What follows belongs to an exercise in optimizing a design on an open flow for small area; a production flow would make more cautious choices.
For this run, only the layout was checked, not whether the RTL still works.

[flow/config.mk]
export PLATFORM = sky130hd
export DESIGN_NAME = cordic
export DESIGN_NICKNAME = cordic
export VERILOG_FILES = /design/flow/design.v
export SDC_FILE = /design/flow/constraint.sdc
export NUM_CORES = 4
export LEC_CHECK = 0
export CAP_MARGIN = 20
export CORE_MARGIN = 2
export CORE_UTILIZATION = 40
export SLEW_MARGIN = 20
[flow/constraint.sdc]
create_clock -name core_clock -period 5.0 [get_ports {clk}]
set_input_delay 1.0000 -clock core_clock [delete_from_list [all_inputs] [get_ports {clk}]]
set_output_delay 1.0000 -clock core_clock [all_outputs]
set_load 0.01 [all_outputs]
[flow/design.v]
module cordic(
			clk,
            reset,
           operands_val,
            x_start,
            y_start,
            angle,
            sine,
            cosine,
            out_valid
);
  parameter width =16;
  input clk,reset,operands_val;
  input signed [width-1:0] x_start,y_start;
  input signed [width-1:0]angle;
  output signed [width-1:0] sine,cosine;
  output out_valid;
  reg [15:0] vld;
  reg signed [width-1:0] x0;
  reg signed [width-1:0] y0;
  reg signed [width-1:0] theta0;
  reg signed [width-1:0] x1;
  reg signed [width-1:0] y1;
  reg signed [width-1:0] theta1;
  reg signed [width-1:0] x2;
  reg signed [width-1:0] y2;
  reg signed [width-1:0] theta2;
  reg signed [width-1:0] x3;
  reg signed [width-1:0] y3;
  reg signed [width-1:0] theta3;
  reg signed [width-1:0] x4;
  reg signed [width-1:0] y4;
  reg signed [width-1:0] theta4;
  reg signed [width-1:0] x5;
  reg signed [width-1:0] y5;
  reg signed [width-1:0] theta5;
  reg signed [width-1:0] x6;
  reg signed [width-1:0] y6;
  reg signed [width-1:0] theta6;
  reg signed [width-1:0] x7;
  reg signed [width-1:0] y7;
  reg signed [width-1:0] theta7;
  reg signed [width-1:0] x8;
  reg signed [width-1:0] y8;
  reg signed [width-1:0] theta8;
  reg signed [width-1:0] x9;
  reg signed [width-1:0] y9;
  reg signed [width-1:0] theta9;
  reg signed [width-1:0] x10;
  reg signed [width-1:0] y10;
  reg signed [width-1:0] theta10;
  reg signed [width-1:0] x11;
  reg signed [width-1:0] y11;
  reg signed [width-1:0] theta11;
  reg signed [width-1:0] x12;
  reg signed [width-1:0] y12;
  reg signed [width-1:0] theta12;
  reg signed [width-1:0] x13;
  reg signed [width-1:0] y13;
  reg signed [width-1:0] theta13;
  reg signed [width-1:0] x14;
  reg signed [width-1:0] y14;
  reg signed [width-1:0] theta14;
  reg signed [width-1:0] x15;
  reg signed [width-1:0] y15;
  reg signed [width-1:0] theta15;
  wire signed [width-1:0] x_add_out0,y_add_out0,theta_add_out0;
  reg signed[width-1:0] x_add_out1,y_add_out1,theta_add_out1,
                        x_add_out2,y_add_out2,theta_add_out2,
                          x_add_out3,y_add_out3,theta_add_out3,
                        x_add_out4,y_add_out4,theta_add_out4,
                          x_add_out5,y_add_out5,theta_add_out5,
                        x_add_out6,y_add_out6,theta_add_out6,
                          x_add_out7,y_add_out7,theta_add_out7,
                        x_add_out8,y_add_out8,theta_add_out8,
                          x_add_out9,y_add_out9,theta_add_out9,
                        x_add_out10,y_add_out10,theta_add_out10,
                          x_add_out11,y_add_out11,theta_add_out11,
                        x_add_out12,y_add_out12,theta_add_out12, 
                          x_add_out13,y_add_out13,theta_add_out13,
                        x_add_out14,y_add_out14,theta_add_out14,
                          x_add_out15,y_add_out15,theta_add_out15;
	parameter [15:0] del0 = 16'b0011001001000100;
    parameter [15:0] del1 = 16'b0001110110101100;
    parameter [15:0] del2 = 16'b0000111110101101;
    parameter [15:0] del3 = 16'b0000011111110101;
    parameter [15:0] del4 = 16'b0000001111111110;
    parameter [15:0] del5 = 16'b0000001000000000;
    parameter [15:0] del6 = 16'b0000000100000000;
    parameter [15:0] del7 = 16'b0000000010000000;
    parameter [15:0] del8 = 16'b0000000001000000;
    parameter [15:0] del9 = 16'b0000000000100000;
    parameter [15:0] del10 =16'b0000000000010000;
    parameter [15:0] del11 =16'b0000000000001000;
    parameter [15:0] del12 =16'b0000000000000100;
    parameter [15:0] del13= 16'b0000000000000010;
    parameter [15:0] del14= 16'b0000000000000001;
    parameter [15:0] del15= 16'b0000000000000000;
assign x_add_out0=x0-y0;
assign y_add_out0=x0+y0;
assign theta_add_out0=theta0-del0;
  assign cosine=x_add_out15;
  assign sine=y_add_out15;
  assign out_valid=vld[15];
  always@(posedge clk)
    begin 
      if(reset)
        begin
          vld<=0;
          x0<=0;
          y0<=0;
          theta0<=0;
          x1<=0;
          y1<=0;
          theta1<=0;
          x2<=0;
          y2<=0;
          theta2<=0;
          x3<=0;
          y3<=0;
          theta3<=0;
          x4<=0;
          y4<=0;
          theta4<=0;
          x5<=0;
          y5<=0;
          theta5<=0;
          x6<=0;
          y6<=0;
          theta6<=0;
          x7<=0;
          y7<=0;
          theta7<=0;
          x8<=0;
          y8<=0;
          theta8<=0;
          x9<=0;
          y9<=0;
          theta9<=0;
          x10<=0;
          y10<=0;
          theta10<=0;
          x11<=0;
          y11<=0;
          theta11<=0;
          x12<=0;
          y12<=0;
          theta12<=0;
          x13<=0;
          y13<=0;
          theta13<=0;
           x14<=0;
          y14<=0;
          theta14<=0;
            x15<=0;
          y15<=0;
          theta15<=0;
        end
      else
        begin
      vld<={vld[14:0],operands_val};
      x0<=x_start;
      y0<=y_start;
      theta0<=angle;
       x1<=x_add_out0;
      y1<=y_add_out0;
      theta1<=theta_add_out0;
         x2<=x_add_out1;
      y2<=y_add_out1;
      theta2<=theta_add_out1;
       x3<=x_add_out2;
      y3<=y_add_out2;
      theta3<=theta_add_out2;
       x4<=x_add_out3;
      y4<=y_add_out3;
      theta4<=theta_add_out3;
        x5<=x_add_out4;
      y5<=y_add_out4;
      theta5<=theta_add_out4;
        x6<=x_add_out5;
      y6<=y_add_out5;
      theta6<=theta_add_out5;
         x7<=x_add_out6;
      y7<=y_add_out6;
      theta7<=theta_add_out6;
         x8<=x_add_out7;
      y8<=y_add_out7;
      theta8<=theta_add_out7;
         x9<=x_add_out8;
      y9<=y_add_out8;
      theta9<=theta_add_out8;
      x10<=x_add_out9;
      y10<=y_add_out9;
      theta10<=theta_add_out9;
       x11<=x_add_out10;
      y11<=y_add_out10;
      theta11<=theta_add_out10;
      x12<=x_add_out11;
      y12<=y_add_out11;
      theta12<=theta_add_out11;
       x13<=x_add_out12;
      y13<=y_add_out12;
      theta13<=theta_add_out12;
          x14<=x_add_out13;
      y14<=y_add_out13;
      theta14<=theta_add_out13;
          x15<=x_add_out14;
      y15<=y_add_out14;
      theta15<=theta_add_out14;
        end
    end
  always@(*)
  	begin
  case(theta1[15])
    1'b1:
    begin
      x_add_out1=x1+(y1>>>1);
      y_add_out1=y1-(x1>>>1);
 	  theta_add_out1=theta1+del1; 
    end
    1'b0:
      begin
        x_add_out1=x1-(y1>>>1);
        y_add_out1=y1+(x1>>>1);
 		 theta_add_out1=theta1-del1;
      end
  endcase
      case(theta2[15])
    1'b1:
    begin
      x_add_out2=x2+(y2>>>2);
      y_add_out2=y2-(x2>>>2);
 		theta_add_out2=theta2+del2; 
    end
    1'b0:
      begin
        x_add_out2=x2-(y2>>>2);
        y_add_out2=y2+(x2>>>2);
 		 theta_add_out2=theta2-del2;
      end
  endcase
      case(theta3[15])
    1'b1:
    begin
      x_add_out3=x3+(y3>>>3);
      y_add_out3=y3-(x3>>>3);
 		theta_add_out3=theta3+del3; 
    end
    1'b0:
      begin
        x_add_out3=x3-(y3>>>3);
        y_add_out3=y3+(x3>>>3);
 		 theta_add_out3=theta3-del3;
      end
  endcase
      case(theta4[15])
    1'b1:
    begin
      x_add_out4=x4+(y4>>>4);
      y_add_out4=y4-(x4>>>4);
 		theta_add_out4=theta4+del4; 
    end
    1'b0:
      begin
        x_add_out4=x4-(y4>>>4);
        y_add_out4=y4+(x4>>>4);
 		 theta_add_out4=theta4-del4;
      end
  endcase
      case(theta5[15])
    1'b1:
    begin
      x_add_out5=x5+(y5>>>5);
      y_add_out5=y5-(x5>>>5);
 		theta_add_out5=theta5+del5; 
    end
    1'b0:
      begin
        x_add_out5=x5-(y5>>>5);
        y_add_out5=y5+(x5>>>5);
 		 theta_add_out5=theta5-del5;
      end
  endcase
      case(theta6[15])
    1'b1:
    begin
      x_add_out6=x6+(y6>>>6);
      y_add_out6=y6-(x6>>>6);
 		theta_add_out6=theta6+del6; 
    end
    1'b0:
      begin
        x_add_out6=x6-(y6>>>6);
        y_add_out6=y6+(x6>>>6);
 		 theta_add_out6=theta6-del6;
      end
  endcase
      case(theta7[15])
    1'b1:
    begin
      x_add_out7=x7+(y7>>>7);
      y_add_out7=y7-(x7>>>7);
 		theta_add_out7=theta7+del7; 
    end
    1'b0:
      begin
        x_add_out7=x7-(y7>>>7);
        y_add_out7=y7+(x7>>>7);
 		 theta_add_out7=theta7-del7;
      end
  endcase
      case(theta8[15])
    1'b1:
    begin
      x_add_out8=x8+(y8>>>8);
      y_add_out8=y8-(x8>>>8);
 		theta_add_out8=theta8+del8; 
    end
    1'b0:
      begin
        x_add_out8=x8-(y8>>>8);
        y_add_out8=y8+(x8>>>8);
 		 theta_add_out8=theta8-del8;
      end
  endcase
      case(theta9[15])
    1'b1:
    begin
      x_add_out9=x9+(y9>>>9);
      y_add_out9=y9-(x9>>>9);
 		theta_add_out9=theta9+del9; 
    end
    1'b0:
      begin
        x_add_out9=x9-(y9>>>9);
        y_add_out9=y9+(x9>>>9);
 		 theta_add_out9=theta9-del9;
      end
  endcase
      case(theta10[15])
    1'b1:
    begin
      x_add_out10=x10+(y10>>>10);
      y_add_out10=y10-(x10>>>10);
 		theta_add_out10=theta10+del10; 
    end
    1'b0:
      begin
        x_add_out10=x10-(y10>>>10);
        y_add_out10=y10+(x10>>>10);
 		 theta_add_out10=theta10-del10;
      end
  endcase  
      case(theta11[15])
    1'b1:
    begin
      x_add_out11=x11+(y11>>>11);
      y_add_out11=y11-(x11>>>11);
 		theta_add_out11=theta11+del11; 
    end
    1'b0:
      begin
        x_add_out11=x11-(y11>>>11);
        y_add_out11=y11+(x11>>>11);
 		 theta_add_out11=theta11-del11;
      end
  endcase 
      case(theta12[15])
    1'b1:
    begin
      x_add_out12=x12+(y12>>>12);
      y_add_out12=y12-(x12>>>12);
 		theta_add_out12=theta12+del12; 
    end
    1'b0:
      begin
        x_add_out12=x12-(y12>>>12);
        y_add_out12=y12+(x12>>>12);
 		 theta_add_out12=theta12-del12;
      end
  endcase 
      case(theta13[15])
    1'b1:
    begin
      x_add_out13=x13+(y13>>>13);
      y_add_out13=y13-(x13>>>13);
 		theta_add_out13=theta13+del13; 
    end
    1'b0:
      begin
        x_add_out13=x13-(y13>>>13);
        y_add_out13=y13+(x13>>>13);
 		 theta_add_out13=theta13-del13;
      end
  endcase 
      case(theta14[15])
    1'b1:
    begin
      x_add_out14=x14+(y14>>>14);
      y_add_out14=y14-(x14>>>14);
 		theta_add_out14=theta14+del14; 
    end
    1'b0:
      begin
        x_add_out14=x14-(y14>>>14);
        y_add_out14=y14+(x14>>>14);
 		 theta_add_out14=theta14-del14;
      end
  endcase 
      case(theta15[15])
    1'b1:
    begin
      x_add_out15=x15+(y15>>>15);
      y_add_out15=y15-(x15>>>15);
 		theta_add_out15=theta15+del15; 
    end
    1'b0:
      begin
        x_add_out15=x15-(y15>>>15);
        y_add_out15=y15+(x15>>>15);
 		 theta_add_out15=theta15-del15;
      end
  endcase 
  end
endmodule
[flow/run.sh]
#!/bin/bash
# synth_recipe.tcl (not shown) runs the flow's synth.tcl, then flattens the netlist and writes it again
# the make line also repeats each setting of config.mk as NAME=value (left out here)
make -C /OpenROAD-flow-scripts/flow DESIGN_CONFIG=/design/flow/config.mk WORK_HOME=/design/flow/orfs CLKGATE_MAP_FILE= SYNTH_SCRIPT=/design/flow/synth_recipe.tcl finish
==> run summary <==
[cell type report]
class,count,share of cell area (%)
clock buffer,123,4.46
clock inverter,47,0.974
inverter,320,2.05
sequential,768,26.2
tap,1755,3.74
multi-input combinational,4991,60.7
timing repair buffer,113,1.89
[kinds of logic (layout without fill, tap and decap cells)]
group / Yosys count / count (layout) / synth area share (%)
flip-flops: 768 / 768 / 29.1
XOR/XNOR: 610 / 610 / 10.1
AND/OR/NAND/NOR: 2012 / 2012 / 18.5
adder cells (fa/ha/maj): 759 / 759 / 18.6
multiplexers: 98 / 98 / 1.99
AO/OA/AOI/OAI: 1512 / 1512 / 18.3
buffers and inverters: 475 / 603 / 3.38
[layer usage]
metal  wire length (µm)  track usage (%)  vias to the layer above
met1              55500             21.7                    19600
met2              59600             32.0                      651
li1                   -                -                    22100
met3               3720             2.39                      227
met5                  0                0                        -
met4               4200             6.12                        0
[critical path: cells and delay by family, from the launching register on]
| family | cells | cell delay (ns) |
|---|---|---|
| adder cells (fa/ha/maj) | 1 | 0.36 |
| buffers and inverters | 3 | 0.94 |
| XOR/XNOR | 1 | 0.13 |
| AND/OR/NAND/NOR | 1 | 0.19 |
| AO/OA/AOI/OAI | 6 | 1.03 |
| flip-flops | 1 | 0.34 |
[synth_stat cells, drive strengths merged, types with 29 or more instances]
master	number
nor2	823
dfxtp	768
ha	714
a21oi	484
xnor2	373
inv	319
nor2b	277
o21ai	276
nand2	250
xor2	237
nor3	207
a21o	194
clkbuf	125
nand3	86
o21a	83
a31oi	81
nand2b	69
a211oi	64
mux2	52
o21bai	49
mux2i	46
and3	45
fa	45
nand4	36
or3	32
buf	30
and2	29
o211ai	29
[path summary, 6_finish.rpt]
path	end	slack [ns]
worst min register to register	vld[14]$_SDFF_PP0_	0.42
worst min-delay path	vld[14]$_SDFF_PP0_	0.42
worst max register to register	y12[14]$_SDFF_PP0_	1.27
worst max-delay path	cosine[15]	0.32
[metrics by stage]
stage	worst slack (ns)	cell area, µm²	util (%)	hold WS [ns]
6_report	0.323	58700	44.7	0.419
3_3_place_gp	0.850	55500	42.3	0.417
4_1_cts	0.100	58700	44.7	0.426
5_1_grt	0.0670	58700	44.7	0.448
2_1_floorplan	1.64	52800	-	0.414
3_5_place_dp	0.881	55500	42.3	0.422
[repair_timing]
item,in CTS,in global routing
hold endpoints to repair,0,0
buffers inserted,0,3
resized for setup,0,1
setup endpoints to repair,0,6
==> impl_metrics.toml <==
[clock_tree]
clk_pin_slew_worst_paths_ns = 0.06
cts_tree = "yes"
clkLatencyLatePin_ns = 0.70
cts_hold_repair.buffers = 0
cts.sinks = 768
cts_inserted_buffers = 90
cts-root-buf = "clkbuf_16"
clock_path_buffers = 3
cts-htree-levels = 3

[logic_synthesis]
avgSynthCellArea_um2 = 8.47
yosysTopAreaCell = "dfxtp_1"
ys_ff_latch = 768
async_flop_share_pct = 0
synth_edf_count = 0
synth_area_leaders = "dfxtp_1, ha_1, xnor2_1"
yosysTopAreaCellShare_pct = 29.1
synth_flop_cell = "dfxtp_1"
syn-num-nets = 7044
syn_area_um2 = 52800
seq_area_frac_synth_pct = 29.1
synth_warnings = 1
synth_cells = 6234
synth_cell_types = 90

[layout]
areaGrowthSynthToFinish_pct = 11.2
final_common_cell = "nor2_1"
final-instance-count-excl-fill = 8117
diodes = 0
layout_common_cells = "nor2_1, dfxtp_1, ha_1"
drive_gt1_share_pct = 4.18
final_nets = 7094
multi_input_area_um2 = 35600
regArea_um2 = 15400
n_fill_cell = 12900

[worst_setup_path]
worstSetupEndpointType = "primary output"
worst-endpoint-arrival_ns = 3.68
cp.required_ns = 4.00
crit_type = "reg2out"
critPathMaxStageDelay_ns = 0.55
crit_chain = "nand2_1 > clkinvlp_4 > buf_4 > ha_1 > a21o_1 > a21o_1 > a21o_1 > a21oi_1 > o21ai_1 > a21oi_1 > xnor2_1 > clkdlybuf4s50_1"
cp-start-kind = "register"
rr_worst_depth = 14
worstPathMaxFanout = 8
crit_top_cell = "a21o_1"
r2r-start = "x11[11]$_SDFF_PP0_"
worstSetupStartpoint = "y15[15]$_SDFF_PP0_"
slowest_stage = "clkdlybuf4s50_1"

[placed_design]
place_congestion = 0.907
hpwl_um = 95800
portBuffers = 83
dp_cells = 7944

[die]
coreArea_um2 = 131000
io_pins = 84
rows = 133
die_area_um2 = 135000
die-height_um = 367
die_w_um = 367
initial_core_util_pct = 40.2

[outcome]
status = "finished clean"

[sta]
slew_headroom_pct = 18.2
timing.final.crit_period_ns = 4.68
hold_viol = 0
fmax_ghz = 0.214
skew_ns = 0.0310
tightest_slew_ns = 1.22
maxSlewViolCount = 0
tns_ns = 0
finalSetupViolations = 0
rsz0062_at_grt = "no"
period_share_pct = 93.5

[worst_hold_path]
min-delay-path-class = "reg2reg"
hp-start = "vld[13]$_SDFF_PP0_"
hold_depth = 1

[grt]
antenna_found_initial = 0
grt_util_all_layers_pct = 17.8
grt_pass1_vias = 40900
grt.overflow.total = 0
grt_max_degree = 141
grt_pass1_wl_um = 203000

[routing]
final_antenna_net_count = 0
vias = 42600
avgRoutedWirePerCell_um = 15.1
wl_um = 123000
drc = 0
drtIter0Drc = 2101
via_per_inst = 5.25
firstDrtPassIters = 5

[run]
maxCapViolCount = 0

-- port drivers added, routing unchanged --
How much do the figures lean on ideal ports? The routed layout below was timed once more, with nothing changed but the port constraints.
Step 1 (the two cells are an assumption about what drives the block):
set clk [get_ports {clk}]
set_driving_cell -lib_cell sky130_fd_sc_hd__clkbuf_16 $clk
set_driving_cell -lib_cell sky130_fd_sc_hd__buf_2 [delete_from_list [all_inputs] $clk]
Step 2, shift: input delay + t, output delay - t, t = (earliest + latest rising clock arrival at the registers) / 2. This alone moves slack from input paths to output paths.
Slacks: ideal ports / drivers / drivers and shift; pairs: ideal ports / drivers.
shift t [ns]: 0.756
slack for setup (ns): 0.323 / 0.250 / 1.006
clock arrival spread, ns: 0.035 / 0.035
cell pins on the clock port's net: 1
After both steps setup and hold are still met in this run. The setup slack of this run moves by -0.073 ns with the drivers and by +0.683 ns with both steps.
